From an optimization exercise on the open Yosys and OpenROAD flow, aimed at small area; shortcuts taken in it are not production practice.
Only simulation tests tie the RTL to the original design; equivalence was not proved.
Power figures rest on the tool's default switching activity, not on a simulated workload.

==> flow/design.v <==
module reset_generator (
    input clk,
    input rst_n,
    output reg rst_sync_n   
);
    reg rst_reg;
    always @(posedge clk or negedge rst_n) begin
        if (!rst_n) begin
            rst_reg <= 1'b0;
        end
        else begin
            rst_reg <= 1'b1;
        end
    end
    always @(posedge clk or negedge rst_n) begin
        if (!rst_n) begin
            rst_sync_n <= 1'b0;
        end
        else begin
            rst_sync_n <= rst_reg;
        end
    end
endmodule
module I2C_controller (
    input clk,
    input rst_n,
    input enable,
    input [7:0] set_scl_div,
    output reg [7:0] scl_div,
    input start_trans,
    input stop_trans,
    input rd_clr,
    input wr_rdy,
    output rd_reg_full,
    output wr_reg_empty,
    input [6:0] set_local_addr,
    output reg [6:0] local_addr,
    input [7:0] byte_wr_i,
    output [7:0] byte_rd_o,
    output reg bus_busy,
    output is_master,
    output trans_start,
    output addr_match,
    output trans_dir,
    output get_nack,
    output bus_err,
    output byte_wait,
    output reg arbit_fail,
    output trans_stop,
    input scl_i,
    output scl_o,
    input sda_i,
    output sda_o
);
    wire rst_sync_n;
    reset_generator U_reset (
        .clk       (clk),
        .rst_n     (rst_n),
        .rst_sync_n(rst_sync_n)
    );
    reg scl_last, sda_last;
    always @(posedge clk or negedge rst_sync_n) begin
        if (!rst_sync_n) begin
            scl_last <= 1'b1;
            sda_last <= 1'b1;
        end
        else begin
            scl_last <= scl_i;
            sda_last <= sda_i;
        end
    end
    wire fall  = scl_last & ~scl_i;
    wire rise  = ~scl_last & scl_i;
    wire cond_start = scl_i & sda_last & ~sda_i;
    wire cond_stop  = scl_i & ~sda_last & sda_i;
    wire cond_any   = cond_start | cond_stop;
    reg [6:0] addr_reg;
    reg [7:0] scl_div_reg;
    always @(posedge clk or negedge rst_sync_n) begin
        if (!rst_sync_n) begin
            addr_reg    <= 7'b100_1001;
            local_addr  <= 7'b100_1001;
            scl_div_reg <= 8'h01;
            scl_div     <= 8'h01;
        end
        else begin
            addr_reg    <= set_local_addr;
            scl_div_reg <= set_scl_div;
            if (!enable) begin
                local_addr <= addr_reg;
                scl_div    <= (scl_div_reg == 8'b0) ? 8'h01 : scl_div_reg;
            end
        end
    end
    reg M, S, pM;
    wire m_trans_stop;
    wire go_master = S & ~bus_busy & start_trans;
    wire m_leave   = arbit_fail | m_trans_stop;
    always @(posedge clk or negedge rst_sync_n) begin
        if (!rst_sync_n) begin
            M  <= 1'b0;
            S  <= 1'b0;
            pM <= 1'b0;
        end
        else begin
            M  <= enable & (go_master | (M & ~m_leave));
            S  <= enable & ((~M & ~S) | (S & ~go_master) | (M & m_leave));
            pM <= M;
        end
    end
    assign is_master = M;
    always @(posedge clk or negedge rst_sync_n) begin
        if (!rst_sync_n) bus_busy <= 1'b0;
        else if (cond_start) bus_busy <= 1'b1;
        else if (cond_stop) bus_busy <= 1'b0;
    end
    reg       rrf, wre, td;
    reg [7:0] rs, bro, ws, bwr;
    wire m_rrf = pM & rrf;
    wire s_rrf = ~pM & rrf;
    wire m_wre = ~pM | wre;
    wire s_wre = pM | wre;
    wire [7:0] m_rs = pM ? rs : 8'b0;
    wire [7:0] s_rs = pM ? 8'b0 : rs;
    wire [7:0] m_ws = pM ? ws : 8'b0;
    wire [7:0] s_ws = pM ? 8'b0 : ws;
    localparam [3:0] S_IDLE = 4'd0, S_START = 4'd1, S_ADDRESS = 4'd2, S_ADDRESS_ACK = 4'd3,
                     S_READ_DATA = 4'd4, S_WRITE_ACK = 4'd5, S_WAIT_READ = 4'd6,
                     S_WAIT_WRITE = 4'd7, S_WRITE_DATA = 4'd8, S_CHECK_ACK = 4'd9,
                     S_WAIT_STOP = 4'd10;
    reg [3:0] ss, ss_next;
    wire s_rd_en   = (ss == S_ADDRESS) | (ss == S_READ_DATA) | (ss == S_CHECK_ACK);
    wire s_rd_byte = (ss == S_ADDRESS) | (ss == S_READ_DATA);
    wire s_wr_en   = (ss == S_ADDRESS_ACK) | (ss == S_WRITE_ACK) | (ss == S_WRITE_DATA);
    wire s_wr_byte = (ss == S_WRITE_DATA);
    wire s_wait    = (ss == S_WAIT_READ) | (ss == S_WAIT_WRITE);
    reg [2:0] s_cnt;
    reg s_rd_data, s_fin, s_sda;
    wire s_rd_fin = s_fin;
    wire s_wr_fin = s_fin;
    wire s_cnt0 = (s_cnt == 3'd0);
    wire s_cnt7 = (s_cnt == 3'd7);
    always @(posedge clk or negedge rst_sync_n) begin
        if (!rst_sync_n) begin
            s_cnt     <= 3'd0;
            s_rd_data <= 1'b0;
            s_fin     <= 1'b0;
            s_sda     <= 1'b1;
        end
        else begin
            if (!(s_rd_en | s_wr_en)) s_cnt <= 3'd0;
            else if (fall) s_cnt <= (s_rd_byte | s_wr_byte) ? s_cnt + 3'd1 : 3'd0;
            if (s_rd_en & scl_i) s_rd_data <= sda_i;
            s_fin <= (s_rd_en | s_wr_en) & fall & ((s_rd_byte | s_wr_byte) ? s_cnt7 : s_cnt0);
            if (!s_wr_en) s_sda <= 1'b1;
            else if (!scl_i) s_sda <= s_wr_byte & s_ws[7];
        end
    end
    wire s_rd_start = s_rd_en & cond_start;
    wire s_rd_stop  = s_rd_en & cond_stop;
    wire s_rd_berr  = s_rd_en & cond_any & ~(s_rd_byte & s_cnt0);
    wire s_wr_start = s_wr_en & cond_start;
    wire s_wr_stop  = s_wr_en & cond_stop;
    wire s_wr_berr  = s_wr_en & cond_any;
    wire s_get_start = S & cond_start;
    wire s_get_stop  = S & cond_stop;
    wire s_addr_match = (ss == S_ADDRESS) & (pM ? (local_addr == 7'd0) : (rs[7:1] == local_addr));
    wire s_get_nack   = (ss == S_CHECK_ACK) & s_rd_fin & s_rs[0];
    wire s_trans_dir  = ~pM & td;
    always @(*) begin
        ss_next = ss;
        case (ss)
            S_IDLE: if (S & cond_start) ss_next = S_START;
            S_START: begin
                if (s_get_start) ss_next = S_START;
                else if (s_get_stop) ss_next = S_IDLE;
                else if (S & fall) ss_next = S_ADDRESS;
            end
            S_ADDRESS: begin
                if (s_rd_start) ss_next = S_START;
                else if (s_rd_stop) ss_next = S_IDLE;
                else if (s_rd_fin) ss_next = s_addr_match ? S_ADDRESS_ACK : S_WAIT_STOP;
            end
            S_ADDRESS_ACK: if (s_wr_fin) ss_next = s_trans_dir ? S_WAIT_WRITE : S_READ_DATA;
            S_READ_DATA: begin
                if (s_rd_start) ss_next = S_START;
                else if (s_rd_stop) ss_next = S_IDLE;
                else if (s_rd_fin) ss_next = S_WRITE_ACK;
            end
            S_WRITE_ACK: if (s_wr_fin) ss_next = s_rrf ? S_WAIT_READ : S_READ_DATA;
            S_WAIT_READ: if (!s_rrf) ss_next = S_READ_DATA;
            S_WAIT_WRITE: if (!s_wre) ss_next = S_WRITE_DATA;
            S_WRITE_DATA: begin
                if (s_wr_start) ss_next = S_START;
                else if (s_wr_stop) ss_next = S_IDLE;
                else if (s_wr_fin) ss_next = S_CHECK_ACK;
            end
            S_CHECK_ACK: begin
                if (s_rd_start) ss_next = S_START;
                else if (s_rd_stop) ss_next = S_IDLE;
                else if (s_rd_fin) ss_next = s_get_nack ? S_WAIT_STOP :
                                             (!s_wre ? S_WRITE_DATA : S_WAIT_WRITE);
            end
            S_WAIT_STOP: if (s_get_stop) ss_next = S_IDLE;
            default: ss_next = S_IDLE;
        endcase
    end
    always @(posedge clk or negedge rst_sync_n) begin
        if (!rst_sync_n) ss <= S_IDLE;
        else ss <= ss_next;
    end
    wire s_rd_copy = (((ss == S_WRITE_ACK) & s_wr_fin) | (ss == S_WAIT_READ)) & ~s_rrf;
    wire s_wr_copy = (((ss == S_CHECK_ACK) & s_rd_fin & ~s_get_nack) | (ss == S_WAIT_WRITE)) & ~s_wre;
    wire s_rd_ld = s_rd_en & fall;
    wire s_wr_ld = s_wr_en & rise;
    localparam [3:0] M_IDLE = 4'd0, M_START = 4'd1, M_WAIT_ADDRESS = 4'd2, M_LOAD_ADDRESS = 4'd3,
                     M_ADDRESS = 4'd4, M_ADDRESS_ACK = 4'd5, M_READ_DATA = 4'd6,
                     M_WRITE_ACK = 4'd7, M_WRITE_NACK = 4'd8, M_WAIT_READ = 4'd9,
                     M_WAIT_WRITE = 4'd10, M_WRITE_DATA = 4'd11, M_CHECK_ACK = 4'd12,
                     M_WAIT = 4'd13, M_STOP = 4'd14;
    reg [3:0] ms, ms_next;
    wire m_rd_en   = (ms == M_ADDRESS_ACK) | (ms == M_CHECK_ACK) | (ms == M_READ_DATA);
    wire m_rd_byte = (ms == M_READ_DATA);
    wire m_wr_byte = (ms == M_ADDRESS) | (ms == M_WRITE_DATA);
    wire m_wr_data = m_wr_byte | (ms == M_WRITE_ACK) | (ms == M_WRITE_NACK);
    wire m_wr_cmd  = (ms == M_START) | (ms == M_STOP);
    wire m_wr_en   = m_wr_data | m_wr_cmd;
    wire m_command = (ms == M_START);
    wire m_wr_bit  = (ms == M_WRITE_NACK);
    wire m_wait    = (ms == M_WAIT_READ) | (ms == M_WAIT_WRITE) | (ms == M_WAIT_ADDRESS);
    wire m_scl_wait = m_wait | (ms == M_LOAD_ADDRESS);
    reg [8:0] scl_cnt;
    reg scl_stretched;
    wire m_scl_o = ~scl_cnt[8];
    always @(posedge clk or negedge rst_sync_n) begin
        if (!rst_sync_n) begin
            scl_cnt <= 9'b0;
            scl_stretched <= 1'b0;
        end
        else begin
            if (!M) scl_cnt <= 9'b0;
            else if (m_scl_wait | scl_stretched) scl_cnt <= scl_cnt;
            else if (scl_cnt == {1'b0, scl_div}) scl_cnt <= 9'h100;
            else if (scl_cnt == {1'b1, scl_div}) scl_cnt <= 9'b0;
            else scl_cnt <= scl_cnt + 9'd1;
            scl_stretched <= m_scl_o ^ scl_i;
        end
    end
    reg [2:0] m_cnt;
    reg m_rd_data, m_fin, m_sda, m_data_i_reg, m_wr_dato, m_wr_err;
    wire m_rd_fin = m_fin;
    wire m_wr_fin = m_fin;
    wire m_cnt0 = (m_cnt == 3'd0);
    wire m_cnt7 = (m_cnt == 3'd7);
    wire m_data_i = m_wr_byte ? m_ws[7] : m_wr_bit;
    always @(posedge clk or negedge rst_sync_n) begin
        if (!rst_sync_n) begin
            m_cnt        <= 3'd0;
            m_rd_data    <= 1'b0;
            m_fin        <= 1'b0;
            m_sda        <= 1'b1;
            m_data_i_reg <= 1'b0;
            m_wr_dato    <= 1'b0;
            m_wr_err     <= 1'b0;
        end
        else begin
            if (!(m_rd_en | m_wr_en)) m_cnt <= 3'd0;
            else if (fall) m_cnt <= (m_rd_byte | m_wr_byte) ? m_cnt + 3'd1 : 3'd0;
            if (m_rd_en & scl_i) m_rd_data <= sda_i;
            m_fin <= (m_rd_en | m_wr_en) & fall & ((m_rd_byte | m_wr_byte) ? m_cnt7 : m_cnt0);
            if (!m_wr_en) m_sda <= 1'b1;
            else if (m_wr_data) begin
                if (!scl_i) m_sda <= m_data_i;
            end
            else m_sda <= m_command ^ scl_i;
            if (m_wr_en & rise) m_data_i_reg <= m_data_i;
            if (m_wr_data & scl_i) m_wr_dato <= sda_i;
            if (!m_wr_en) m_wr_err <= 1'b0;
            else if (m_wr_data & fall & (m_wr_dato != m_data_i_reg)) m_wr_err <= 1'b1;
        end
    end
    wire m_rd_berr = m_rd_en & cond_any & ~(m_rd_byte & m_cnt0);
    wire m_wr_berr = m_wr_data & cond_any;
    wire m_get_nack = ((ms == M_CHECK_ACK) | (ms == M_ADDRESS_ACK)) & m_rd_fin & m_rs[0];
    wire m_trans_start = (ms == M_START) & m_wr_fin;
    assign m_trans_stop = (ms == M_STOP) & m_wr_fin;
    wire m_addr_match = (ms == M_ADDRESS_ACK) & m_rd_fin & ~m_get_nack;
    wire m_trans_dir = pM & td;
    always @(*) begin
        ms_next = ms;
        case (ms)
            M_IDLE: if (M) ms_next = M_START;
            M_START: if (m_wr_fin) ms_next = M_WAIT_ADDRESS;
            M_WAIT_ADDRESS: if (!m_wre) ms_next = M_LOAD_ADDRESS;
            M_LOAD_ADDRESS: ms_next = M_ADDRESS;
            M_ADDRESS: begin
                if (m_wr_berr | m_wr_err) ms_next = M_IDLE;
                else if (m_wr_fin) ms_next = M_ADDRESS_ACK;
            end
            M_ADDRESS_ACK: begin
                if (m_rd_berr) ms_next = M_IDLE;
                else if (m_rd_fin) ms_next = m_get_nack ? M_WAIT :
                                             (m_trans_dir ? M_READ_DATA : M_WAIT_WRITE);
            end
            M_READ_DATA: begin
                if (m_rd_berr) ms_next = M_IDLE;
                else if (m_rd_fin) ms_next = (start_trans | stop_trans) ? M_WRITE_NACK : M_WRITE_ACK;
            end
            M_WRITE_ACK: if (m_wr_fin) ms_next = m_rrf ? M_WAIT_READ : M_READ_DATA;
            M_WRITE_NACK: if (m_wr_fin) ms_next = start_trans ? M_START : (stop_trans ? M_STOP : M_WAIT);
            M_WAIT_READ: if (!m_rrf) ms_next = M_READ_DATA;
            M_WAIT_WRITE: begin
                if (start_trans) ms_next = M_START;
                else if (stop_trans) ms_next = M_STOP;
                else if (!m_wre) ms_next = M_WRITE_DATA;
            end
            M_WRITE_DATA: begin
                if (m_wr_berr | m_wr_err) ms_next = M_IDLE;
                else if (m_wr_fin) ms_next = M_CHECK_ACK;
            end
            M_CHECK_ACK: begin
                if (m_rd_berr) ms_next = M_IDLE;
                else if (m_rd_fin) ms_next = m_get_nack ? M_WAIT :
                                             (!m_wre ? M_WRITE_DATA : M_WAIT_WRITE);
            end
            M_WAIT: begin
                if (start_trans) ms_next = M_START;
                else if (stop_trans) ms_next = M_STOP;
            end
            M_STOP: if (m_wr_fin) ms_next = M_IDLE;
            default: ms_next = M_IDLE;
        endcase
    end
    always @(posedge clk or negedge rst_sync_n) begin
        if (!rst_sync_n) ms <= M_IDLE;
        else ms <= ms_next;
    end
    wire m_rd_copy = (((ms == M_WRITE_ACK) & m_wr_fin) | (ms == M_WAIT_READ)) & ~m_rrf;
    wire m_wr_copy = ((((ms == M_CHECK_ACK) & m_rd_fin & ~m_get_nack) | (ms == M_WAIT_WRITE) |
                       (ms == M_WAIT_ADDRESS)) & ~m_wre)
                     | (ms == M_LOAD_ADDRESS);
    wire m_rd_ld = m_rd_en & fall;
    wire m_wr_ld = m_wr_en & rise;
    always @(posedge clk or negedge rst_sync_n) begin
        if (!rst_sync_n) arbit_fail <= 1'b0;
        else if (!M) arbit_fail <= 1'b0;
        else if (m_wr_err) arbit_fail <= 1'b1;
    end
    wire       c_rrf  = M ? m_rrf : s_rrf;
    wire       c_wre  = M ? m_wre : s_wre;
    wire       c_td   = M ? m_trans_dir : s_trans_dir;
    wire       c_keep = M ? pM : ~pM;
    wire [7:0] c_rs   = c_keep ? rs  : 8'b0;
    wire [7:0] c_bro  = c_keep ? bro : 8'b0;
    wire [7:0] c_ws   = c_keep ? ws  : 8'b0;
    wire [7:0] c_bwr  = c_keep ? bwr : 8'b0;
    wire c_rd_copy = M ? m_rd_copy : s_rd_copy;
    wire c_rd_ld   = M ? m_rd_ld : s_rd_ld;
    wire c_rd_data = M ? m_rd_data : s_rd_data;
    wire c_wr_clr  = M ? (m_trans_start | m_trans_stop) : cond_any;
    wire c_wr_copy = M ? m_wr_copy : s_wr_copy;
    wire c_wr_ld   = M ? m_wr_ld : s_wr_ld;
    wire c_td_clr  = M ? (m_trans_start | m_trans_stop) : cond_any;
    wire c_td_ld   = M ? (ms == M_LOAD_ADDRESS) : s_addr_match;
    wire c_td_val  = M ? c_ws[0] : c_rs[0];
    wire en = M | S;
    always @(posedge clk or negedge rst_sync_n) begin
        if (!rst_sync_n) begin
            rrf <= 1'b0;
            rs  <= 8'b0;
            bro <= 8'b0;
            wre <= 1'b1;
            ws  <= 8'b0;
            bwr <= 8'b0;
            td  <= 1'b0;
        end
        else if (!en) begin
            rrf <= 1'b0;
            rs  <= 8'b0;
            bro <= 8'b0;
            wre <= 1'b1;
            ws  <= 8'b0;
            bwr <= 8'b0;
            td  <= 1'b0;
        end
        else begin
            if (c_rd_copy) begin
                rrf <= 1'b1;
                rs  <= c_rs;
                bro <= c_rs;
            end
            else if (rd_clr) begin
                rrf <= 1'b0;
                rs  <= c_rs;
                bro <= c_bro;
            end
            else begin
                rrf <= c_rrf;
                rs  <= c_rd_ld ? {c_rs[6:0], c_rd_data} : c_rs;
                bro <= c_bro;
            end
            if (c_wr_clr) begin
                wre <= 1'b1;
                ws  <= 8'b0;
                bwr <= 8'b0;
            end
            else if (wr_rdy) begin
                wre <= 1'b0;
                ws  <= c_ws;
                bwr <= byte_wr_i;
            end
            else if (c_wr_copy) begin
                wre <= 1'b1;
                ws  <= c_bwr;
                bwr <= c_bwr;
            end
            else begin
                wre <= c_wre;
                ws  <= c_wr_ld ? {c_ws[6:0], 1'b0} : c_ws;
                bwr <= c_bwr;
            end
            if (c_td_clr) td <= 1'b0;
            else if (c_td_ld) td <= c_td_val;
            else td <= c_td;
        end
    end
    wire vis = M ? pM : ~pM;   
    assign byte_rd_o    = vis ? bro : 8'b0;
    assign rd_reg_full  = vis & rrf;
    assign wr_reg_empty = ~vis | wre;
    assign trans_dir    = vis & td;
    assign trans_start  = m_trans_start;
    assign addr_match   = M ? m_addr_match : s_addr_match;
    assign get_nack     = M ? m_get_nack : s_get_nack;
    assign trans_stop   = M ? m_trans_stop : s_get_stop;
    assign bus_err      = M ? (m_wr_berr | m_rd_berr) : (s_wr_berr | s_rd_berr);
    assign byte_wait    = M ? m_wait : s_wait;
    assign scl_o        = M ? m_scl_o : ~s_wait;
    assign sda_o        = M ? m_sda : s_sda;
endmodule
==> flow/run.sh <==
#!/bin/bash
# synth_recipe.tcl (not shown) runs the flow's synth.tcl, then flattens the netlist and writes it again
# the make line also repeats each setting of config.mk as NAME=value (left out here)
make -C /OpenROAD-flow-scripts/flow DESIGN_CONFIG=/design/flow/config.mk WORK_HOME=/design/flow/orfs CLKGATE_MAP_FILE= SYNTH_SCRIPT=/design/flow/synth_recipe.tcl finish
==> flow/config.mk <==
export PLATFORM = sky130hd
export DESIGN_NAME = I2C_controller
export DESIGN_NICKNAME = I2C_controller
export VERILOG_FILES = /design/flow/design.v
export SDC_FILE = /design/flow/constraint.sdc
export NUM_CORES = 4
export LEC_CHECK = 0
export ABC_AREA = 1
export CAP_MARGIN = 20
export CORE_MARGIN = 2
export CORE_UTILIZATION = 40
export SLEW_MARGIN = 20
==> flow/constraint.sdc <==
create_clock -name core_clock -period 10.0 [get_ports {clk}]
set_input_delay 2.0000 -clock core_clock [delete_from_list [all_inputs] [get_ports {clk}]]
set_output_delay 2.0000 -clock core_clock [all_outputs]
set_load 0.01 [all_outputs]
==> results of run 1 <==
## stage by stage
stage / setup WS, ps / power, uW
floorplan: 5110 / 919
global placement: 3800 / 1080
detailed placement: 3750 / 1080
CTS: 3740 / 1460
global route: 3550 / 1550
finish: 3710 / 1450
## cells in the final DEF, fill, tap and decap left out, types with 5 or more instances in the layout
cell	synthesis	routed
o21ai_1	7	7
nand2_2	16	16
dfrtp_1	94	93
inv_1	89	89
xnor2_1	9	9
ha_1	7	7
nor2_4	5	5
dfstp_2	13	13
inv_2	12	12
nor2_1	105	105
nand2_1	230	230
a21oi_1	47	47
clkbuf_16	0	9
nor2_2	5	5
nand3_2	6	6
xor2_1	5	5
nand3_1	52	52
nor3_1	12	12
o21ai_0	52	52
clkdlybuf4s50_1	0	68
## synth_stat cells (all sizes together), types with 2 or more instances
cell,n
a21oi,49
a31oi,4
buf,10
clkbuf,7
dfrtp,94
dfstp,13
ha,7
inv,102
nand2,250
nand3,58
nand3b,3
nand4,4
nor2,116
nor3,13
nor4,3
o2111a,2
o211ai,3
o21a,4
o21ai,61
o31ai,2
or2,2
xnor2,9
xor2,5
## cell type report
cell class | instances | area, um2
flip-flops and latches | 107 | 2700
well taps | 188 | 235
clock inverters | 7 | 98.8
clock buffers | 9 | 225
repair buffers | 70 | 696
fillers | 1531 | 7790
inverters | 103 | 389
multi-input cells | 605 | 2960
## critical path, cell delays in order
cell and delay, ps:
clkdlybuf4s50_1 750, nand3_1 220, nand2_2 190, inv_1 110
nor2_2 150, nor3_1 70, a21oi_1 210, clkdlybuf4s50_1 570
## logic make-up after synthesis
logic type,Yosys count
AND/OR/NAND/NOR,450
XOR/XNOR,14
flip-flops,107
adder cells (fa/ha/maj),7
AO/OA/AOI/OAI,133
buffers and inverters,120
other,1
## how the worst max path moves through the flow
stage,start,to,slack (ps),cells past startpoint
after global placement,scl_i,bus_err,3800,8
final,scl_i,bus_err,3710,8
after detailed placement,scl_i,bus_err,3750,8
after global routing,scl_i,bus_err,3550,8
after floorplan,scl_i,bus_err,5110,7
after CTS,scl_i,bus_err,3740,8
## power by group through the flow
stage | registers [uW] | clock network [uW] | logic, uW
2_1_floorplan | 538 | 0 | 381
3_3_place_gp | 552 | 0 | 528
3_5_place_dp | 552 | 0 | 526
4_1_cts | 545 | 389 | 528
5_1_grt | 553 | 407 | 594
6_report | 544 | 378 | 529
## routing by layer
layer / wire length, um / vias to the layer above / part of all wire (%)
met4: 244 / 0 / 1.5
met2: 7170 / 135 / 45
li1: - / 2791 / -
met3: 829 / 16 / 5.2
met5: 0 / - / 0
met1: 7680 / 2575 / 48
==> results.yml, run 1 <==
synthesis:
  synth-edff-count: 0
  synth_top_cells_by_area: "dfrtp_1 (38%), nand2_1 (14%), nor2_1 (6.4%)"
  synth_mux_area_share_pct: 0
  synthDistinctLibCells: 49
  yosysSeqAreaShare_pct: 44.0
  synth-xor-area-share_pct: 2.00
  ys.flop_type: "dfrtp_1"
  yosys.area.top_type: "dfrtp_1"
  synth_area_per_cell_um2: 7.36
  yosys.area_share.adder_pct: 1.43
  synth_nets: 871
  synth-seq-cells: 107
  synth_top_family_by_area: "simple AND/OR/NAND/NOR gates"
  postSynthCellCount: 832
  async_reset_ff_share_pct: 100
  yosys_warnings: 2
  synth_compound_area_share_pct: 12.4
  syn_area_um2: 6120
  synth_top_area_share_pct: 38.4
  synth_simple_gate_area_share_pct: 32.4
min_path:
  holdPathEnd: "U_reset.rst_sync_n"
  hp-start: "U_reset.rst_reg"
  hold_depth: 0
  min_path_type: "flop to flop"
cells_and_area:
  layout.cells.non_filler: 1089
  fin_nets: 935
  area_delta_synth_final_pct: 19.3
  fin_util_pct: 48.4
  n_antenna_cell: 0
  fin_area_um2: 7300
  drive_gt1_share_pct: 10.2
  largest_register_ffs: 16
sta:
  relSlewSlack_pct: 52.5
  slew_violations: 0
  setup_viol: 0
  rsz0062_at_grt: "no"
  whs_ps: 359
  finalSetupTns_ps: 0
  fin_skew_ps: 8.79
  finalCriticalPeriod_ps: 6290
  tightest_slew_ps: 712
  min_period_over_period_pct: 62.9
  hold_viol: 0
  fmax_mhz: 159
pwr:
  sequentialPowerShare_pct: 37.5
  power_switching_uw: 599
  p_leak_uw: 0.00352
  pwr-share-clk_pct: 26.0
  swShare_pct: 41.3
  internal-power_uw: 852
  powerDensity_nw_per_um2: 199
  power_frac_comb_pct: 36.5
  peakVddDrop_mv: 0.111
clock_tree:
  cts.sinks: 107
  path_clk_slew_ps: 80
  cts_resized: 0
  worstSkewPairLatency_ps: 360
  postCtsHoldBufs: 0
  postCtsSetupRepairBufs: 0
  clk_path_buf_depth: 2
  clockRootBuffer: "clkbuf_16"
  numCtsBuffers: 9
  cts_max_level: 3
  cts_tree: "done"
detailed_routing:
  ant_nets: 0
  vias: 5517
  wl_per_cell_um: 14.6
  drt_iter0_drc: 472
  drt_pass1_iterations: 7
  drt_wl_total_um: 15900
  viasPerCell: 5.07
  drt_drc_violations_left: 0
critical_path:
  worstSetupStartpointType: "input port"
  worst_setup_path_end_kind: "primary output"
  ff2ff_setup_slack_ps: 7440
  crit_arrival_ps: 4290
  criticalPathCategory: "input port to primary output"
  critPathRequiredTime_ps: 8000
  rr_endpoint: "ws[7]"
  worstReg2RegStart: "pM"
  reg2regPathDepth: 12
  crit_path_max_fanout: 10
run:
  maxCapViolations: 0
place:
  place_hpwl_um: 11900
  placed_area_um2: 6980
  post-place-cells: 1073
  io_buffers: 68
  finalWeightedCongestion: 0.953
floorplanning:
  io_pins: 69
  dieArea_um2: 16300
  core_area_um2: 15100
  floorplan.die.width_um: 128
  initial_core_util_pct: 40.6
  num_rows: 45
  die_h_um: 128
global_route:
  grt-ovfl-total: 0
  use_met3_pct: 5.13
  grtUsageMet2_pct: 31.6
  first_global_vias: 5196
  grt_use_total_pct: 20.3
  grt_pass1_wl_um: 26100
  antenna_found_initial: 0
  grt_max_degree: 57
  grt_use_met1_pct: 28.7
  grt-busiest-layer: "met2"
outcome:
  outcome: "timing/DRC/antenna clean"
==> inputs of run 2 (changes only) <==
==> flow/flow/run.sh (new file) <==
#!/bin/bash
set -euo pipefail
cd "$(dirname "$0")/.."
bash standard.sh \
  BUFFER_PORTS_ARGS="-buffer_cell sky130_fd_sc_hd__buf_1" \
  CTS_ARGS="-sink_clustering_enable -repair_clock_nets -dont_use_dummy_load -buf_list sky130_fd_sc_hd__clkbuf_8" \
  finish > flow_make.log 2>&1
==> flow/standard.sh (new file) <==
#!/bin/bash
# synth_recipe.tcl (not shown) runs the flow's synth.tcl, then flattens the netlist and writes it again
# the make line also repeats each setting of config.mk as NAME=value (left out here)
make -C /OpenROAD-flow-scripts/flow DESIGN_CONFIG=/design/flow/config.mk WORK_HOME=/design/flow/orfs CLKGATE_MAP_FILE= SYNTH_SCRIPT=/design/flow/synth_recipe.tcl "${@:-finish}"
--- a/flow/config.mk
+++ b/flow/config.mk
@@ -6,5 +6,4 @@
 export NUM_CORES = 4
 export LEC_CHECK = 0
-export ABC_AREA = 1
 export CAP_MARGIN = 20
 export CORE_MARGIN = 2
removed: flow/run.sh
==> run 2 against run 1 <==
Against the previous run:
- still clean
- synthesized area decreased by 0.63%
- critical path depth down 3
- setup slack gained 740 ps
- register-to-register slack got worse by 310 ps
- count of clock-buffer cells in the layout unchanged
- global-route usage shrank 1.4 points
- largest cell class unchanged
==> results.yml, run 2 <==
detailed_routing:
  viasPerCell: 5.80
  wl_per_cell_um: 17.5
  drt_wl_total_um: 15100
  drt_drc_violations_left: 0
  drt_pass1_iterations: 5
  drt_iter0_drc: 646
  ant_nets: 0
  vias: 4992
critical_path:
  critPathRequiredTime_ps: 8000
  worst_setup_path_end_kind: "primary output"
  ff2ff_setup_slack_ps: 7130
  criticalPathCategory: "input port to primary output"
  crit_arrival_ps: 3550
  rr_endpoint: "ws[6]"
  reg2regPathDepth: 6
  worstSetupStartpointType: "input port"
  crit_path_max_fanout: 15
  worstReg2RegStart: "ms[2]"
sta:
  min_period_over_period_pct: 55.5
  relSlewSlack_pct: 35.1
  fmax_mhz: 180
  rsz0062_at_grt: "no"
  setup_viol: 0
  slew_violations: 0
  hold_viol: 0
  finalSetupTns_ps: 0
  fin_skew_ps: 22.7
  finalCriticalPeriod_ps: 5550
  whs_ps: 229
  tightest_slew_ps: 966
synthesis:
  synth_nets: 672
  yosysSeqAreaShare_pct: 44.3
  synth-seq-cells: 107
  postSynthCellCount: 633
  synth_area_per_cell_um2: 9.61
  syn_area_um2: 6080
  async_reset_ff_share_pct: 100
  synthDistinctLibCells: 74
  synth_commonest_cells: "dfrtp_1 (94), nor2_1 (69), o21ai_0 (34)"
  synth_top_area_share_pct: 38.7
  synth_top_cells_by_area: "dfrtp_1 (39%), dfstp_2 (5.6%), mux2_2 (4.3%)"
  yosys_warnings: 2
  synth-edff-count: 0
  yosysMostFrequentCell: "dfrtp_1"
  ys.flop_type: "dfrtp_1"
  yosys.area.top_type: "dfrtp_1"
cells_and_area:
  nFillCells: 1503
  multi_input_area_um2: 3150
  n_antenna_cell: 0
  final_common_cell: "dfrtp_1"
  seqCellArea_um2: 2700
  fin_nets: 714
  largest_register_ffs: 16
  area_delta_synth_final_pct: 7.92
  drive_gt1_share_pct: 9.96
  layout_common_cells: "dfrtp_1 (93), nor2_1 (69), buf_1 (68), o21ai_0 (34), nand2_1 (31)"
floorplanning:
  io_pins: 69
  die_h_um: 127
  core_area_um2: 15000
  initial_core_util_pct: 40.5
  dieArea_um2: 16200
  floorplan.die.width_um: 127
  num_rows: 45
pwr:
  powerDensity_nw_per_um2: 191
  swShare_pct: 39.6
  power_frac_comb_pct: 38.7
  power_switching_uw: 497
  peakVddDrop_mv: 0.109
  sequentialPowerShare_pct: 44.8
  p_leak_uw: 0.00268
  pwr-share-clk_pct: 16.5
  internal-power_uw: 756
global_route:
  grt_max_degree: 83
  antenna_found_initial: 0
  grt-ovfl-total: 0
  grt_pass1_wl_um: 24500
  first_global_vias: 4723
  grt_use_total_pct: 18.9
outcome:
  outcome: "timing/DRC/antenna clean"
min_path:
  min_path_type: "flop to asynchronous set/reset pin"
place:
  place_hpwl_um: 10800
  io_buffers: 68
  finalWeightedCongestion: 0.905
clock_tree:
  clockRootBuffer: "clkbuf_8"
  cts_max_level: 3
  cts_resized: 0
  cts_tree: "done"
  postCtsSetupRepairBufs: 0
  clk_path_buf_depth: 2
  cts.sinks: 107
  numCtsBuffers: 9
  path_clk_slew_ps: 90
  postCtsHoldBufs: 0
  worstSkewPairLatency_ps: 370
run:
  maxCapViolations: 0
-- run 2: cells by family after synthesis --
kind of cell / count (synthesis) / share of synthesized area [%]
flip-flops: 107 / 44.3
AO/OA/AOI/OAI: 164 / 19.3
multiplexers: 48 / 8.39
XOR/XNOR: 24 / 3.46
other: 1 / 0.0617
AND/OR/NAND/NOR: 225 / 19.1
adder cells (fa/ha/maj): 7 / 1.44
buffers and inverters: 57 / 3.91
-- run 2: layout make-up --
class                   count  area share (%)
well taps                 188            3.58
clock buffers               9            1.89
repair buffers             73            4.52
inverters                  15           0.858
multi-input cells         469            48.1
flip-flops and latches    107            41.1
-- run 2: worst max-delay path by stage --
stage           from  endpoint  slack (ps)  depth (start not counted)
6_report       scl_i   bus_err        4450                          5
5_1_grt        scl_i   bus_err        4280                          5
4_1_cts        scl_i   bus_err        4440                          5
3_5_place_dp   scl_i   bus_err        4460                          5
3_3_place_gp   scl_i   bus_err        4520                          5
2_1_floorplan  sda_i   bus_err        5100                          5
-- run 2: power by group through the flow --
| stage | clock network (uW) | logic, uW | registers [uW] |
|---|---|---|---|
| 2_1_floorplan | 0 | 405 | 526 |
| 3_3_place_gp | 0 | 476 | 567 |
| 3_5_place_dp | 0 | 481 | 568 |
| 4_1_cts | 218 | 483 | 559 |
| 5_1_grt | 237 | 537 | 570 |
| 6_report | 206 | 485 | 562 |
-- run 2: per-layer routing --
layer,global-route usage (%),routed length [um],up-vias
met5,0,0,-
met4,6.21,282,0
met3,3.73,806,21
met2,30.2,7080,155
met1,26.1,6910,2450
li1,-,-,2366
-- run 2: worst max-delay path, cell delays in order --
cell	delay [ps]
buf_1	460
and3b_1	450
or2_2	270
o311a_1	200
buf_1	160
-- run 2: metrics by stage --
step	total power, uW	std cells	worst slack (ps)	instance area, um2	utilization (%)
final	1250	861	4450	6560	43.7
after global routing	1340	861	4280	6560	43.7
after CTS	1260	861	4440	6560	43.6
after detailed placement	1050	852	4460	6430	42.8
after global placement	1040	852	4520	6430	42.8
after floorplan	931	633	5100	6080	-
==> inputs of run 3 (changes only) <==
--- a/flow/design.v
+++ b/flow/design.v
@@ -136,7 +136,5 @@
     wire s_wait    = (ss == S_WAIT_READ) | (ss == S_WAIT_WRITE);
     reg [2:0] s_cnt;
-    reg s_rd_data, s_fin, s_sda;
-    wire s_rd_fin = s_fin;
-    wire s_wr_fin = s_fin;
+    reg s_rd_data, s_rd_fin, s_wr_fin, s_sda;
     wire s_cnt0 = (s_cnt == 3'd0);
     wire s_cnt7 = (s_cnt == 3'd7);
@@ -145,5 +143,6 @@
             s_cnt     <= 3'd0;
             s_rd_data <= 1'b0;
-            s_fin     <= 1'b0;
+            s_rd_fin  <= 1'b0;
+            s_wr_fin  <= 1'b0;
             s_sda     <= 1'b1;
         end
@@ -152,5 +151,6 @@
             else if (fall) s_cnt <= (s_rd_byte | s_wr_byte) ? s_cnt + 3'd1 : 3'd0;
             if (s_rd_en & scl_i) s_rd_data <= sda_i;
-            s_fin <= (s_rd_en | s_wr_en) & fall & ((s_rd_byte | s_wr_byte) ? s_cnt7 : s_cnt0);
+            s_rd_fin <= s_rd_en & fall & (s_rd_byte ? s_cnt7 : s_cnt0);
+            s_wr_fin <= s_wr_en & fall & (s_wr_byte ? s_cnt7 : s_cnt0);
             if (!s_wr_en) s_sda <= 1'b1;
             else if (!scl_i) s_sda <= s_wr_byte & s_ws[7];
@@ -248,7 +248,5 @@
     end
     reg [2:0] m_cnt;
-    reg m_rd_data, m_fin, m_sda, m_data_i_reg, m_wr_dato, m_wr_err;
-    wire m_rd_fin = m_fin;
-    wire m_wr_fin = m_fin;
+    reg m_rd_data, m_rd_fin, m_wr_fin, m_sda, m_data_i_reg, m_wr_dato, m_wr_err;
     wire m_cnt0 = (m_cnt == 3'd0);
     wire m_cnt7 = (m_cnt == 3'd7);
@@ -258,5 +256,6 @@
             m_cnt        <= 3'd0;
             m_rd_data    <= 1'b0;
-            m_fin        <= 1'b0;
+            m_rd_fin     <= 1'b0;
+            m_wr_fin     <= 1'b0;
             m_sda        <= 1'b1;
             m_data_i_reg <= 1'b0;
@@ -268,5 +267,6 @@
             else if (fall) m_cnt <= (m_rd_byte | m_wr_byte) ? m_cnt + 3'd1 : 3'd0;
             if (m_rd_en & scl_i) m_rd_data <= sda_i;
-            m_fin <= (m_rd_en | m_wr_en) & fall & ((m_rd_byte | m_wr_byte) ? m_cnt7 : m_cnt0);
+            m_rd_fin <= m_rd_en & fall & (m_rd_byte ? m_cnt7 : m_cnt0);
+            m_wr_fin <= m_wr_en & fall & (m_wr_byte ? m_cnt7 : m_cnt0);
             if (!m_wr_en) m_sda <= 1'b1;
             else if (m_wr_data) begin
==> flow/run.sh (new file) <==
#!/bin/bash
# synth_recipe.tcl (not shown) runs the flow's synth.tcl, then flattens the netlist and writes it again
# the make line also repeats each setting of config.mk as NAME=value (left out here)
make -C /OpenROAD-flow-scripts/flow DESIGN_CONFIG=/design/flow/config.mk WORK_HOME=/design/flow/orfs CLKGATE_MAP_FILE= SYNTH_SCRIPT=/design/flow/synth_recipe.tcl finish
removed: flow/flow/run.sh
removed: flow/standard.sh
==> run 3 against run 2 <==
Against the previous run:
- sequential power grew 7.5%
- combinational power rose by 23%
- setup slack worse by 750 ps
- still clean on timing, DRC and antenna
- largest cell class unchanged
- global-route usage is 1.8 points higher
- highest routed layer unchanged
==> results.yml, run 3 <==
cells_and_area:
  fin_area_um2: 7310
  fin_nets: 737
  n_antenna_cell: 0
  layout_common_cells: "dfrtp_1 (95), nor2_1 (88), clkdlybuf4s50_1 (68), nand2_1 (40), a21oi_1 (38)"
  largest_register_ffs: 16
  drive_gt1_share_pct: 11.8
  area_delta_synth_final_pct: 17.4
  layout.cells.non_filler: 891
  multi_input_area_um2: 3230
  seqCellArea_um2: 2750
  final_common_cell: "dfrtp_1"
  nFillCells: 1452
synthesis:
  syn_area_um2: 6220
  synth_nets: 695
  synth-seq-cells: 109
  yosys_warnings: 2
  synth_top_area_share_pct: 38.6
  yosysMostFrequentCell: "dfrtp_1"
  synth_simple_gate_area_share_pct: 21.5
  synth-xor-area-share_pct: 3.50
  postSynthCellCount: 656
  yosysSeqAreaShare_pct: 44.1
  synth_area_per_cell_um2: 9.49
  synth_top_cells_by_area: "dfrtp_1 (39%), dfstp_2 (5.5%), nor2_1 (5.3%)"
  synth_mux_area_share_pct: 7.26
  synth_top_family_by_area: "simple AND/OR/NAND/NOR gates"
  async_reset_ff_share_pct: 100
  synth-edff-count: 0
  synthDistinctLibCells: 84
  synth_compound_area_share_pct: 18.1
  synth_commonest_cells: "dfrtp_1 (96), nor2_1 (88), nand2_1 (40)"
  yosys.area.top_type: "dfrtp_1"
  yosys.area_share.adder_pct: 1.41
  ys.flop_type: "dfrtp_1"
sta:
  finalCriticalPeriod_ps: 6300
  fmax_mhz: 159
  finalSetupTns_ps: 0
  setup_viol: 0
  min_period_over_period_pct: 63.0
  setup_ws_ps: 3700
  rsz0062_at_grt: "no"
  tightest_slew_ps: 954
  slew_violations: 0
  relSlewSlack_pct: 36.2
  fin_skew_ps: 5.59
  hold_viol: 0
pwr:
  p_leak_uw: 0.00290
  powerDensity_nw_per_um2: 213
  sequentialPowerShare_pct: 38.8
  swShare_pct: 40.6
  power_switching_uw: 633
  power_frac_comb_pct: 38.1
  power_uw: 1560
  peakVddDrop_mv: 0.117
  internal-power_uw: 926
  pwr-share-clk_pct: 23.1
global_route:
  grt_use_total_pct: 20.7
  grt-ovfl-total: 0
  grt_max_degree: 63
  grt_pass1_wl_um: 27000
  antenna_found_initial: 0
  first_global_vias: 4987
floorplanning:
  dieArea_um2: 16600
  num_rows: 45
  core_area_um2: 15200
  io_pins: 69
  floorplan.die.width_um: 129
  initial_core_util_pct: 40.9
  die_h_um: 129
place:
  finalWeightedCongestion: 0.941
  placed_area_um2: 6990
  place_hpwl_um: 11700
  place_worst_setup_slack_ps: 3740
  io_buffers: 68
  post-place-cells: 874
clock_tree:
  clk_path_buf_depth: 2
  path_clk_slew_ps: 80
  worstSkewPairLatency_ps: 350
  cts_tree: "done"
  cts.sinks: 109
  cts_resized: 0
  cts_max_level: 3
  postCtsSetupRepairBufs: 0
  clockRootBuffer: "clkbuf_16"
  numCtsBuffers: 9
  postCtsHoldBufs: 0
detailed_routing:
  drt_pass1_iterations: 5
  vias: 5146
  drt_drc_violations_left: 0
  wl_per_cell_um: 18.5
  drt_wl_total_um: 16500
  drt_iter0_drc: 472
  viasPerCell: 5.78
  ant_nets: 0
critical_path:
  worstSetupStartpointType: "input port"
  crit_arrival_ps: 4300
  worst_setup_path_end_kind: "primary output"
  criticalPathCategory: "input port to primary output"
  critPathRequiredTime_ps: 8000
  crit_path_max_fanout: 16
min_path:
  min_path_type: "flop to asynchronous set/reset pin"
run:
  maxCapViolations: 0
outcome:
  outcome: "timing/DRC/antenna clean"
-- run 3: cells by family (layout without fill, tap and decap cells) --
group	Yosys count	in the layout
simple gates	258	258
compound gates	156	156
flops	109	109
buf+inv	60	107
mux	41	41
xor+xnor	24	24
fa+ha+maj	7	7
other cells	1	1
-- run 3: area by class of cell --
type	instances	share of cell area [%]
clock buffers	9	3.08
flip-flops and latches	109	37.6
inverters	16	0.822
well taps	188	3.22
repair buffers	75	10.0
multi-input cells	487	44.2
clock inverters	7	1.03
-- run 3: path summary, 6_finish.rpt --
path	end	slack, ps	from	depth (start not counted)
setup / recovery	bus_err	3700	scl_i	6
hold / removal	bro[6]	320	U_reset.rst_sync_n	0
setup reg to reg	td	7170	ms[1]	7
hold reg to reg	bro[6]	320	U_reset.rst_sync_n	0
max in group asynchronous	U_reset.rst_sync_n	8060	rst_n	1
min in group core_clock	U_reset.rst_sync_n	360	U_reset.rst_reg	0
-- run 3: power by group through the flow --
stage / Clock, uW / Sequential, uW / Combinational (uW)
global route: 387 / 616 / 650
finish: 360 / 604 / 595
floorplan: 0 / 534 / 504
detailed placement: 0 / 609 / 584
global placement: 0 / 610 / 583
CTS: 371 / 601 / 588
-- run 3: per-layer routing --
metal  global-route usage (%)  vias up  part of all wire, %
li1                         -     2447                    -
met2                     31.6      151                   45
met1                     29.9     2535                   47
met4                     4.28        0                  1.2
met3                     5.36       13                  6.2
met5                        0        -                    0
-- run 3: per-stage QoR --
stage                     hold WS [ps]  util, %
final                              318     48.1
after global routing               378     48.1
after CTS                          347     48.0
after detailed placement           341     46.0
after global placement             338     46.0
after floorplan                    331        -
-- run 3: worst max-delay path, stage by stage --
cell	delay, ps
clkdlybuf4s50_1	880
o311ai_1	300
nor2_1	250
a21oi_1	60
o21ai_0	210
clkdlybuf4s50_1	580
==> inputs of run 4 (changes only) <==
--- a/flow/design.v
+++ b/flow/design.v
@@ -136,5 +136,7 @@
     wire s_wait    = (ss == S_WAIT_READ) | (ss == S_WAIT_WRITE);
     reg [2:0] s_cnt;
-    reg s_rd_data, s_rd_fin, s_wr_fin, s_sda;
+    reg s_rd_data, s_fin, s_sda;
+    wire s_rd_fin = s_fin;
+    wire s_wr_fin = s_fin;
     wire s_cnt0 = (s_cnt == 3'd0);
     wire s_cnt7 = (s_cnt == 3'd7);
@@ -143,6 +145,5 @@
             s_cnt     <= 3'd0;
             s_rd_data <= 1'b0;
-            s_rd_fin  <= 1'b0;
-            s_wr_fin  <= 1'b0;
+            s_fin     <= 1'b0;
             s_sda     <= 1'b1;
         end
@@ -151,6 +152,5 @@
             else if (fall) s_cnt <= (s_rd_byte | s_wr_byte) ? s_cnt + 3'd1 : 3'd0;
             if (s_rd_en & scl_i) s_rd_data <= sda_i;
-            s_rd_fin <= s_rd_en & fall & (s_rd_byte ? s_cnt7 : s_cnt0);
-            s_wr_fin <= s_wr_en & fall & (s_wr_byte ? s_cnt7 : s_cnt0);
+            s_fin <= (s_rd_en | s_wr_en) & fall & ((s_rd_byte | s_wr_byte) ? s_cnt7 : s_cnt0);
             if (!s_wr_en) s_sda <= 1'b1;
             else if (!scl_i) s_sda <= s_wr_byte & s_ws[7];
@@ -248,5 +248,7 @@
     end
     reg [2:0] m_cnt;
-    reg m_rd_data, m_rd_fin, m_wr_fin, m_sda, m_data_i_reg, m_wr_dato, m_wr_err;
+    reg m_rd_data, m_fin, m_sda, m_data_i_reg, m_wr_dato, m_wr_err;
+    wire m_rd_fin = m_fin;
+    wire m_wr_fin = m_fin;
     wire m_cnt0 = (m_cnt == 3'd0);
     wire m_cnt7 = (m_cnt == 3'd7);
@@ -256,6 +258,5 @@
             m_cnt        <= 3'd0;
             m_rd_data    <= 1'b0;
-            m_rd_fin     <= 1'b0;
-            m_wr_fin     <= 1'b0;
+            m_fin        <= 1'b0;
             m_sda        <= 1'b1;
             m_data_i_reg <= 1'b0;
@@ -267,6 +268,5 @@
             else if (fall) m_cnt <= (m_rd_byte | m_wr_byte) ? m_cnt + 3'd1 : 3'd0;
             if (m_rd_en & scl_i) m_rd_data <= sda_i;
-            m_rd_fin <= m_rd_en & fall & (m_rd_byte ? m_cnt7 : m_cnt0);
-            m_wr_fin <= m_wr_en & fall & (m_wr_byte ? m_cnt7 : m_cnt0);
+            m_fin <= (m_rd_en | m_wr_en) & fall & ((m_rd_byte | m_wr_byte) ? m_cnt7 : m_cnt0);
             if (!m_wr_en) m_sda <= 1'b1;
             else if (m_wr_data) begin
==> flow/flow/run.sh (new file) <==
#!/bin/bash
# The standard layout (standard.sh), with three changes that only affect
# cell sizes, never the registers:
#  - synthesis maps the logic with an area-oriented ABC script (flow/abc_area.script)
#    instead of ORFS's delay-oriented one: a copy of ORFS's scripts folder whose
#    abc_speed.script is replaced is used for the synth step only
#  - port buffers use sky130_fd_sc_hd__buf_1
#  - clock tree synthesis uses clkbuf_8 and no dummy loads
# Each step's full output goes to its own log file in the work folder.
set -euo pipefail
cd "$(dirname "$0")/.."
WORK=$PWD
mkdir -p "$WORK/tmp"
export TMPDIR="$WORK/tmp"
rm -rf "$WORK/synth_scripts"
cp -r "$FLOW_HOME/scripts" "$WORK/synth_scripts"
cp "$WORK/flow/abc_area.script" "$WORK/synth_scripts/abc_speed.script"
bash standard.sh SCRIPTS_DIR="$WORK/synth_scripts" synth > "$WORK/log_synth.log" 2>&1
bash standard.sh \
  BUFFER_PORTS_ARGS="-buffer_cell sky130_fd_sc_hd__buf_1" \
  CTS_ARGS="${CTS_ARGS_OVERRIDE:--sink_clustering_enable -repair_clock_nets -dont_use_dummy_load -buf_list sky130_fd_sc_hd__clkbuf_8}" \
  finish > "$WORK/log_layout.log" 2>&1
==> flow/flow/abc_area.script (new file) <==
strash
ifraig
scorr
dc2
strash
&get -n
&dch -f
&nf -R 1000 -p
&put
==> flow/standard.sh (new file) <==
#!/bin/bash
# synth_recipe.tcl (not shown) runs the flow's synth.tcl, then flattens the netlist and writes it again
# the make line also repeats each setting of config.mk as NAME=value (left out here)
make -C /OpenROAD-flow-scripts/flow DESIGN_CONFIG=/design/flow/config.mk WORK_HOME=/design/flow/orfs CLKGATE_MAP_FILE= SYNTH_SCRIPT=/design/flow/synth_recipe.tcl "${@:-finish}"
--- a/flow/config.mk
+++ b/flow/config.mk
@@ -9,3 +9,4 @@
 export CORE_MARGIN = 2
 export CORE_UTILIZATION = 40
+export GPL_TIMING_DRIVEN = 0
 export SLEW_MARGIN = 20
removed: flow/run.sh
==> run 4 against run 3 <==
Against the previous run:
- register-to-register slack lost 500 ps
- routed wire length decreased by 14%
- combinational power decreased by about 20%
- still clean
- largest power group unchanged
==> results.yml, run 4 <==
cells_and_area:
  area_delta_synth_final_pct: 13.3
  fin_util_pct: 46.4
  fin_nets: 715
  drive_gt1_share_pct: 5.04
  final_common_cell: "dfrtp_1"
  n_antenna_cell: 0
  layout_common_cells: "dfrtp_1 (92), nor2_1 (78), buf_1 (68), nand2_1 (66), a21oi_1 (60)"
  largest_register_ffs: 16
floorplanning:
  die_h_um: 121
  num_rows: 42
  core_area_um2: 13300
  dieArea_um2: 14600
  initial_core_util_pct: 41.0
  floorplan.die.width_um: 121
  io_pins: 69
sta:
  relSlewSlack_pct: 34.6
  tightest_slew_ps: 982
  rsz0062_at_grt: "no"
  fin_skew_ps: 46.6
  slew_violations: 0
  finalCriticalPeriod_ps: 6160
  finalSetupTns_ps: 0
  setup_viol: 0
  min_period_over_period_pct: 61.6
  fmax_mhz: 162
  whs_ps: 286
  hold_viol: 0
pwr:
  pwr-share-clk_pct: 17.1
  p_leak_uw: 0.00249
  swShare_pct: 39.9
  internal-power_uw: 750
  power_uw: 1250
  power_switching_uw: 497
  powerDensity_nw_per_um2: 202
  peakVddDrop_mv: 0.0902
  power_frac_comb_pct: 38.0
  sequentialPowerShare_pct: 45.0
detailed_routing:
  drt_pass1_iterations: 5
  drt_iter0_drc: 475
  ant_nets: 0
  drt_drc_violations_left: 0
  wl_per_cell_um: 16.8
  drt_wl_total_um: 14200
  viasPerCell: 5.66
  vias: 4809
place:
  place_hpwl_um: 10500
  io_buffers: 68
  finalWeightedCongestion: 0.926
clock_tree:
  numCtsBuffers: 9
  cts.sinks: 107
  cts_max_level: 3
  worstSkewPairLatency_ps: 390
  cts_resized: 0
  cts_tree: "done"
  postCtsSetupRepairBufs: 0
  clockRootBuffer: "clkbuf_8"
  path_clk_slew_ps: 120
  clk_path_buf_depth: 2
  postCtsHoldBufs: 0
global_route:
  first_global_vias: 4636
  grt-ovfl-total: 0
  grt_pass1_wl_um: 23800
  grt_max_degree: 47
  antenna_found_initial: 0
  grt_use_total_pct: 20.6
synthesis:
  yosysMostFrequentCell: "dfrtp_1"
  syn_area_um2: 5450
  synth-edff-count: 0
  async_reset_ff_share_pct: 100
  synth_top_cells_by_area: "dfrtp_1 (43%), dfstp_2 (6.3%), a21oi_1 (5.5%)"
  synth_area_per_cell_um2: 9.24
  ys.flop_type: "dfrtp_1"
  yosys_warnings: 2
  synth_nets: 629
  yosys.area.top_type: "dfrtp_1"
  synth_top_area_share_pct: 43.2
  yosysSeqAreaShare_pct: 49.4
  synth-seq-cells: 107
  postSynthCellCount: 590
  synth_commonest_cells: "dfrtp_1 (94), nor2_1 (78), nand2_1 (66)"
  synthDistinctLibCells: 51
critical_path:
  worstSetupStartpointType: "input port"
  criticalPathCategory: "input port to primary output"
  crit_path_max_fanout: 14
  worst_setup_path_end_kind: "primary output"
  critPathRequiredTime_ps: 8000
  crit_arrival_ps: 4160
  reg2regPathDepth: 8
outcome:
  outcome: "timing/DRC/antenna clean"
min_path:
  min_path_type: "flop to asynchronous set/reset pin"
run:
  maxCapViolations: 0
## run 4: changes by cell type after synthesis, sizes merged, moves of 11 or more
cell	delta
clkinv	+16
a21oi	+21
nand2	+25
nor3	+13
mux2i	-14
buf	-23
xnor2	-14
inv	-16
a211oi	+11
clkbuf	-21
nor2	-11
## run 4: path summary, 6_finish.rpt
kind / start / end / slack [ps]
worst max-delay path: scl_i / bus_err / 3840
worst min-delay path: U_reset.rst_sync_n / addr_reg[4] / 290
worst max register to register: ms[0] / ws[5] / 6670
worst min register to register: U_reset.rst_sync_n / addr_reg[4] / 290
max in group asynchronous: rst_n / U_reset.rst_sync_n / 8500
min in group core_clock: U_reset.rst_reg / U_reset.rst_sync_n / 370
## run 4: power groups by stage
| stage | Clock, uW | Sequential (uW) | Combinational [uW] |
|---|---|---|---|
| after floorplan | 0 | 555 | 336 |
| after global placement | 0 | 571 | 450 |
| after detailed placement | 0 | 568 | 469 |
| after CTS | 222 | 560 | 471 |
| after global routing | 237 | 570 | 530 |
| final | 213 | 561 | 474 |
## run 4: cells by family (layout without fill, tap and decap cells)
kind of cell / count (synthesis) / in the layout / synth area share (%)
mux: 19 / 19 / 3.86
flops: 107 / 107 / 49.4
compound gates: 167 / 167 / 19.4
fa+ha+maj: 7 / 7 / 1.61
buf+inv: 16 / 100 / 1.10
xor+xnor: 13 / 13 / 2.09
simple gates: 260 / 260 / 22.5
other cells: 1 / 1 / 0.0688
## run 4: layout make-up
type / instances / area (um2)
clock buffers: 9 / 124
fillers: 1336 / 7120
inverters: 16 / 60.1
multi-input cells: 467 / 2720
flip-flops and latches: 107 / 2700
well taps: 176 / 220
repair buffers: 75 / 355
## run 4: per-stage QoR
step	area [um2]	cells	setup WS, ps
6_report	6170	850	3840
5_1_grt	6170	850	3610
4_1_cts	6170	850	3830
2_1_floorplan	5450	590	4960
3_5_place_dp	6050	841	3840
3_3_place_gp	5930	834	3770
## run 4: routing by layer
metal / vias to the layer above / wire, um / track usage [%] / part of all wire [%]
met5: - / 0 / 0 / 0
met4: 0 / 202 / 6.03 / 1.4
met3: 18 / 787 / 4.48 / 5.5
met2: 168 / 6740 / 33.2 / 47
met1: 2309 / 6510 / 27.9 / 46
li1: 2314 / - / - / -
## run 4: critical path, cell delays in order
cell     delay (ps)
buf_1           490
nand2_1         140
or2_0           380
and2_0          300
a21oi_1         200
nand2_1         150
a21oi_1         220
a21o_1          130
buf_1           150
==> inputs of run 5 (changes only) <==
--- a/flow/config.mk
+++ b/flow/config.mk
@@ -6,7 +6,7 @@
 export NUM_CORES = 4
 export LEC_CHECK = 0
-export CAP_MARGIN = 20
+export CAP_MARGIN = 0
 export CORE_MARGIN = 2
 export CORE_UTILIZATION = 40
 export GPL_TIMING_DRIVEN = 0
-export SLEW_MARGIN = 20
+export SLEW_MARGIN = 0
==> run 5 against run 4 <==
Against the previous run:
- die area unchanged
- sequential cell count unchanged
- global-route usage down 0.15 points
- sequential share of layout area up 0.35 points
- register-to-register slack better by 50 ps
- critical endpoint unchanged
- maximum frequency down 1.1%
==> results.yml, run 5 <==
clock_tree:
  cts_resized: 0
  path_clk_slew_ps: 110
  cts.sinks: 107
  worstSkewPairLatency_ps: 380
  postCtsHoldBufs: 0
  cts_tree: "done"
  cts_max_level: 3
  postCtsSetupRepairBufs: 0
  clk_path_buf_depth: 2
  numCtsBuffers: 9
  clockRootBuffer: "clkbuf_8"
synthesis:
  synth_top_area_share_pct: 43.2
  postSynthCellCount: 590
  synth-seq-cells: 107
  synth_commonest_cells: "dfrtp_1 (94), nor2_1 (78), nand2_1 (66)"
  synth_top_cells_by_area: "dfrtp_1 (43%), dfstp_2 (6.3%), a21oi_1 (5.5%)"
  async_reset_ff_share_pct: 100
  yosys.area.top_type: "dfrtp_1"
  yosys_warnings: 2
  ys.flop_type: "dfrtp_1"
  synth-edff-count: 0
  synthDistinctLibCells: 51
  yosysMostFrequentCell: "dfrtp_1"
  synth_nets: 629
  syn_area_um2: 5450
  synth_area_per_cell_um2: 9.24
  yosysSeqAreaShare_pct: 49.4
global_route:
  grt_use_total_pct: 20.5
  first_global_vias: 4536
  grt_pass1_wl_um: 23600
  grt_max_degree: 61
  grt-ovfl-total: 0
  antenna_found_initial: 0
detailed_routing:
  drt_pass1_iterations: 5
  ant_nets: 0
  viasPerCell: 5.70
  drt_wl_total_um: 14200
  wl_per_cell_um: 16.8
  drt_drc_violations_left: 0
  drt_iter0_drc: 518
  vias: 4822
place:
  place_hpwl_um: 10300
  place_worst_setup_slack_ps: 3790
  finalWeightedCongestion: 0.926
  post-place-cells: 837
  io_buffers: 68
critical_path:
  critical_path.top_delay_family: "simple AND/OR/NAND/NOR gates"
  cpMaxStageDelayCell: "buf_1"
  critPathLaunch: "scl_i"
  crit_path_max_fanout: 14
  worstReg2RegStart: "ms[0]"
  ff2ff_setup_slack_ps: 6720
  crit_arrival_ps: 4230
  critPathMaxStageDelay_ps: 500
  worst_setup_path_end_kind: "primary output"
  path_depth: 9
  reg2regPathDepth: 8
  rr_endpoint: "ws[5]"
  crit_buf_inv: 2
  worstSetupStartpointType: "input port"
  cp_cell_sequence: "buf_1 > nand2_1 > or2_0 > and2_0 > a21oi_1 > nand2_1 > a21oi_1 > a21o_1 > buf_1"
  crit_path_end: "bus_err"
  critPathRequiredTime_ps: 8000
  criticalPathCategory: "input port to primary output"
sta:
  setup_ws_ps: 3770
  tightest_slew_ps: 1230
  rsz0062_at_grt: "no"
  fmax_mhz: 161
  finalCriticalPeriod_ps: 6230
  finalSetupTns_ps: 0
  hold_viol: 0
  whs_ps: 366
  fin_skew_ps: 26.1
  relSlewSlack_pct: 17.8
  min_period_over_period_pct: 62.3
  slew_violations: 0
  setup_viol: 0
pwr:
  pwr-share-clk_pct: 17.2
  powerDensity_nw_per_um2: 203
  swShare_pct: 40.0
  power_switching_uw: 498
  p_leak_uw: 0.00246
  sequentialPowerShare_pct: 45.2
  internal-power_uw: 747
  power_frac_comb_pct: 37.5
  peakVddDrop_mv: 0.0953
floorplanning:
  core_area_um2: 13300
  floorplan.die.width_um: 121
  num_rows: 42
  dieArea_um2: 14600
  die_h_um: 121
  initial_core_util_pct: 41.0
  io_pins: 69
cells_and_area:
  nFillCells: 1312
  drive_gt1_share_pct: 4.33
  fin_util_pct: 46.0
  layout.cells.non_filler: 846
  final_common_cell: "dfrtp_1"
  fin_nets: 711
  layout_common_cells: "dfrtp_1 (93), nor2_1 (78), buf_1 (68), nand2_1 (66), a21oi_1 (60)"
  n_antenna_cell: 0
  largest_register_ffs: 16
  area_delta_synth_final_pct: 12.3
outcome:
  outcome: "timing/DRC/antenna clean"
min_path:
  min_path_type: "flop to flop"
run:
  maxCapViolations: 0
run 5: cell counts after synthesis:
No cell type changed its count.
run 5: how the worst min path moves through the flow:
stage,start,end,cells after the start
floorplan,U_reset.rst_reg,U_reset.rst_sync_n,0
global placement,U_reset.rst_reg,U_reset.rst_sync_n,0
detailed placement,U_reset.rst_reg,U_reset.rst_sync_n,0
CTS,U_reset.rst_reg,U_reset.rst_sync_n,0
global route,U_reset.rst_reg,U_reset.rst_sync_n,0
finish,U_reset.rst_reg,U_reset.rst_sync_n,0
run 5: per-layer routing:
metal	track usage, %	vias up	part of all wire (%)
met5	0	-	0
met4	5.52	0	1.4
met3	4.29	14	5.3
met2	32.3	171	48
met1	28.5	2333	46
li1	-	2304	-
run 5: power groups by stage:
stage | Combinational (uW) | Clock [uW] | Sequential [uW]
3_3_place_gp | 450 | 0 | 571
6_report | 468 | 214 | 563
4_1_cts | 464 | 225 | 562
2_1_floorplan | 336 | 0 | 555
3_5_place_dp | 462 | 0 | 570
5_1_grt | 519 | 241 | 572
run 5: per-stage QoR:
stage | total power (uW) | cell area (um2)
after floorplan | 891 | 5450
after global placement | 1020 | 5930
after detailed placement | 1030 | 5990
after CTS | 1250 | 6120
after global routing | 1330 | 6120
final | 1250 | 6120
run 5: cell type report:
cell class | instances | area (um2) | area share (%)
clock buffer | 9 | 124 | 2.02
inverter | 16 | 60.1 | 0.981
timing repair buffer | 71 | 305 | 4.99
multi-input combinational | 467 | 2720 | 44.3
sequential | 107 | 2700 | 44.1
tap | 176 | 220 | 3.60
run 5: logic make-up after synthesis:
| group | Yosys count | synth area share [%] |
|---|---|---|
| and+or+nand+nor | 260 | 22.5 |
| muxes | 19 | 3.86 |
| AOI/OAI and AO/OA | 167 | 19.4 |
| adders and majority gates | 7 | 1.61 |
| buffers and inverters | 16 | 1.10 |
| other | 1 | 0.0688 |
| DFF | 107 | 49.4 |
| xor gates and xnor gates | 13 | 2.09 |
==> inputs of run 6 (changes only) <==
--- a/flow/flow/run.sh
+++ b/flow/flow/run.sh
@@ -11,6 +11,4 @@
 cd "$(dirname "$0")/.."
 WORK=$PWD
-mkdir -p "$WORK/tmp"
-export TMPDIR="$WORK/tmp"
 rm -rf "$WORK/synth_scripts"
 cp -r "$FLOW_HOME/scripts" "$WORK/synth_scripts"
--- a/flow/config.mk
+++ b/flow/config.mk
@@ -6,7 +6,6 @@
 export NUM_CORES = 4
 export LEC_CHECK = 0
-export CAP_MARGIN = 0
+export CAP_MARGIN = 20
 export CORE_MARGIN = 2
 export CORE_UTILIZATION = 40
-export GPL_TIMING_DRIVEN = 0
-export SLEW_MARGIN = 0
+export SLEW_MARGIN = 20
==> run 6 against run 5 <==
Against the previous run:
- critical path depth stayed put
- synthesized cell count stayed put
- sequential cell count stayed put
- routed wire length is 3.4% higher
- design area is 0.14% lower
- critical endpoint unchanged
- highest routed layer unchanged
==> results.yml, run 6 <==
detailed_routing:
  drt_wl_total_um: 14700
  wl_per_cell_um: 17.3
  wl_met3_um: 658
  wl_met2_um: 7080
  viasPerCell: 5.62
  top_layer: "met4"
  vias: 4778
  drt_iter0_drc: 345
  drt_drc_violations_left: 0
  ant_nets: 0
  drt-met1-wl_um: 6680
  drt_pass1_iterations: 5
critical_path:
  reg2regPathDepth: 9
  critPathRequiredTime_ps: 8000
  criticalPathCategory: "input port to primary output"
  worstSetupStartpointType: "input port"
  worst_setup_path_end_kind: "primary output"
  crit_arrival_ps: 4050
  crit_path_max_fanout: 14
synthesis:
  yosysSeqAreaShare_pct: 49.4
  synth_nets: 629
  yosys.area.top_type: "dfrtp_1"
  async_reset_ff_share_pct: 100
  postSynthCellCount: 590
  syn_area_um2: 5450
  synth_simple_gate_area_share_pct: 22.5
  synth_area_per_cell_um2: 9.24
  yosys_warnings: 2
  synth_mux_area_share_pct: 3.86
  synth_compound_area_share_pct: 19.4
  synth-seq-cells: 107
  ys.flop_type: "dfrtp_1"
  synth_commonest_cells: "dfrtp_1 (94), nor2_1 (78), nand2_1 (66)"
  synth-xor-area-share_pct: 2.09
  synth_top_cells_by_area: "dfrtp_1 (43%), dfstp_2 (6.3%), a21oi_1 (5.5%)"
  synth_top_area_share_pct: 43.2
  yosysMostFrequentCell: "dfrtp_1"
  synthDistinctLibCells: 51
  synth-edff-count: 0
  synth_top_family_by_area: "simple AND/OR/NAND/NOR gates"
  yosys.area_share.adder_pct: 1.61
global_route:
  antenna_found_initial: 0
  grt_max_degree: 67
  grt_pass1_wl_um: 24300
  grt_use_total_pct: 21.4
  grt-ovfl-total: 0
  first_global_vias: 4522
cells_and_area:
  fin_nets: 715
  n_antenna_cell: 0
  layout_common_cells: "dfrtp_1 (93), nor2_1 (78), buf_1 (68), nand2_1 (66), a21oi_1 (60)"
  largest_register_ffs: 16
  final_common_cell: "dfrtp_1"
  fin_util_pct: 46.0
  drive_gt1_share_pct: 4.60
  area_delta_synth_final_pct: 12.2
clock_tree:
  postCtsSetupRepairBufs: 0
  clockRootBuffer: "clkbuf_8"
  worstSkewPairLatency_ps: 380
  cts_tree: "done"
  numCtsBuffers: 9
  path_clk_slew_ps: 100
  cts.sinks: 107
  clk_path_buf_depth: 2
  postCtsHoldBufs: 0
  cts_resized: 0
  cts_max_level: 3
sta:
  slew_violations: 0
  finalSetupTns_ps: 0
  rsz0062_at_grt: "no"
  tightest_slew_ps: 968
  fin_skew_ps: 28.1
  finalCriticalPeriod_ps: 6050
  fmax_mhz: 165
  setup_viol: 0
  hold_viol: 0
  min_period_over_period_pct: 60.5
  relSlewSlack_pct: 35.4
  setup_ws_ps: 3950
floorplanning:
  num_rows: 42
  io_pins: 69
  die_h_um: 121
  dieArea_um2: 14600
  core_area_um2: 13300
  initial_core_util_pct: 41.0
  floorplan.die.width_um: 121
pwr:
  powerDensity_nw_per_um2: 205
  p_leak_uw: 0.00247
  peakVddDrop_mv: 0.103
place:
  finalWeightedCongestion: 0.949
  place_worst_setup_slack_ps: 3970
  io_buffers: 68
  place_hpwl_um: 10900
outcome:
  outcome: "timing/DRC/antenna clean"
run:
  maxCapViolations: 0
min_path:
  min_path_type: "flop to asynchronous set/reset pin"
-- run 6: cell counts after synthesis --
Identical to the previous run, type by type.
-- run 6: path summary, 6_finish.rpt --
| path | to | from | slack [ps] |
|---|---|---|---|
| setup / recovery | bus_err | scl_i | 3950 |
| hold / removal | addr_reg[5] | U_reset.rst_sync_n | 310 |
| setup reg to reg | ws[5] | ms[0] | 6850 |
| hold reg to reg | addr_reg[5] | U_reset.rst_sync_n | 310 |
| max in group asynchronous | bus_busy | U_reset.rst_sync_n | 8440 |
| min in group core_clock | U_reset.rst_sync_n | U_reset.rst_reg | 370 |
-- run 6: logic make-up after synthesis --
group,count (synthesis)
buffers and inverters,16
xor gates and xnor gates,13
and+or+nand+nor,260
muxes,19
adders and majority gates,7
DFF,107
other,1
AOI/OAI and AO/OA,167
-- run 6: critical path, stage by stage --
cell and delay [ps]:
buf_1 430, nand2_1 130, or2_0 380, and2_0 280
a21oi_1 190, nand2_1 120, a21oi_1 220, a21o_1 130
buf_1 150
-- run 6: cell type report --
class	count	area [um2]
fill	1321	7180
multi-input combinational	467	2700
sequential	107	2700
timing repair buffer	75	308
tap	176	220
clock buffer	9	124
inverter	16	60.1
-- run 6: layer usage --
layer / track usage (%) / up-vias
met4: 7.19 / 0
met2: 33.9 / 128
li1: - / 2305
met1: 29.2 / 2328
met3: 4.81 / 17
met5: 0 / -
-- run 6: power breakdown --
group / internal, uW / switching, uW
registers: 495 / 62.2
logic: 171 / 313
clock network: 81.2 / 133
total: 748 / 507
-- run 6: per-stage QoR --
step,cells,total power [uW],area [um2],hold WS (ps)
after floorplan,590,891,5450,331
after global placement,841,1040,5990,314
after detailed placement,841,1040,5990,325
after CTS,850,1260,6110,339
after global routing,850,1350,6110,363
final,850,1260,6110,313

[what the ideal ports hide]
The flow's constraints put no driver on any port. The routed layouts listed below were extracted and timed again, unchanged, in two steps. Step 1: set_driving_cell puts a clkbuf_16 on clk and a buf_2 on each other input, an assumption about the parent block. Step 2 also shifts input and output timing later by t, the mid clock arrival at the registers, as if the neighbouring blocks saw the same clock. Slacks: ideal ports / drivers / drivers and shift; pairs: ideal ports / drivers.
| run | shift t [ns] | setup WS [ns] | hold slack, ns | pins driven straight from the clock port |
|---|---|---|---|---|
| run 1 | 0.399 | 3.710 / 3.688 / 3.688 | 0.359 / 0.359 / 0.359 | 1 |
| run 2 | 0.396 | 4.454 / 4.430 / 4.430 | 0.229 / 0.229 / 0.229 | 1 |
| run 3 | 0.390 | 3.705 / 3.674 / 3.674 | 0.318 / 0.318 / 0.318 | 1 |
| run 4 | 0.403 | 3.842 / 3.814 / 3.814 | 0.286 / 0.286 / 0.286 | 1 |
| run 5 | 0.403 | 3.774 / 3.744 / 3.744 | 0.366 / 0.366 / 0.366 | 1 |
| run 6 | 0.406 | 3.953 / 3.930 / 3.930 | 0.313 / 0.313 / 0.313 | 1 |
After both steps every run listed still meets setup and hold. The setup slack of run 3, which loses most, moves by -0.031 ns with the drivers and by -0.031 ns with both steps.
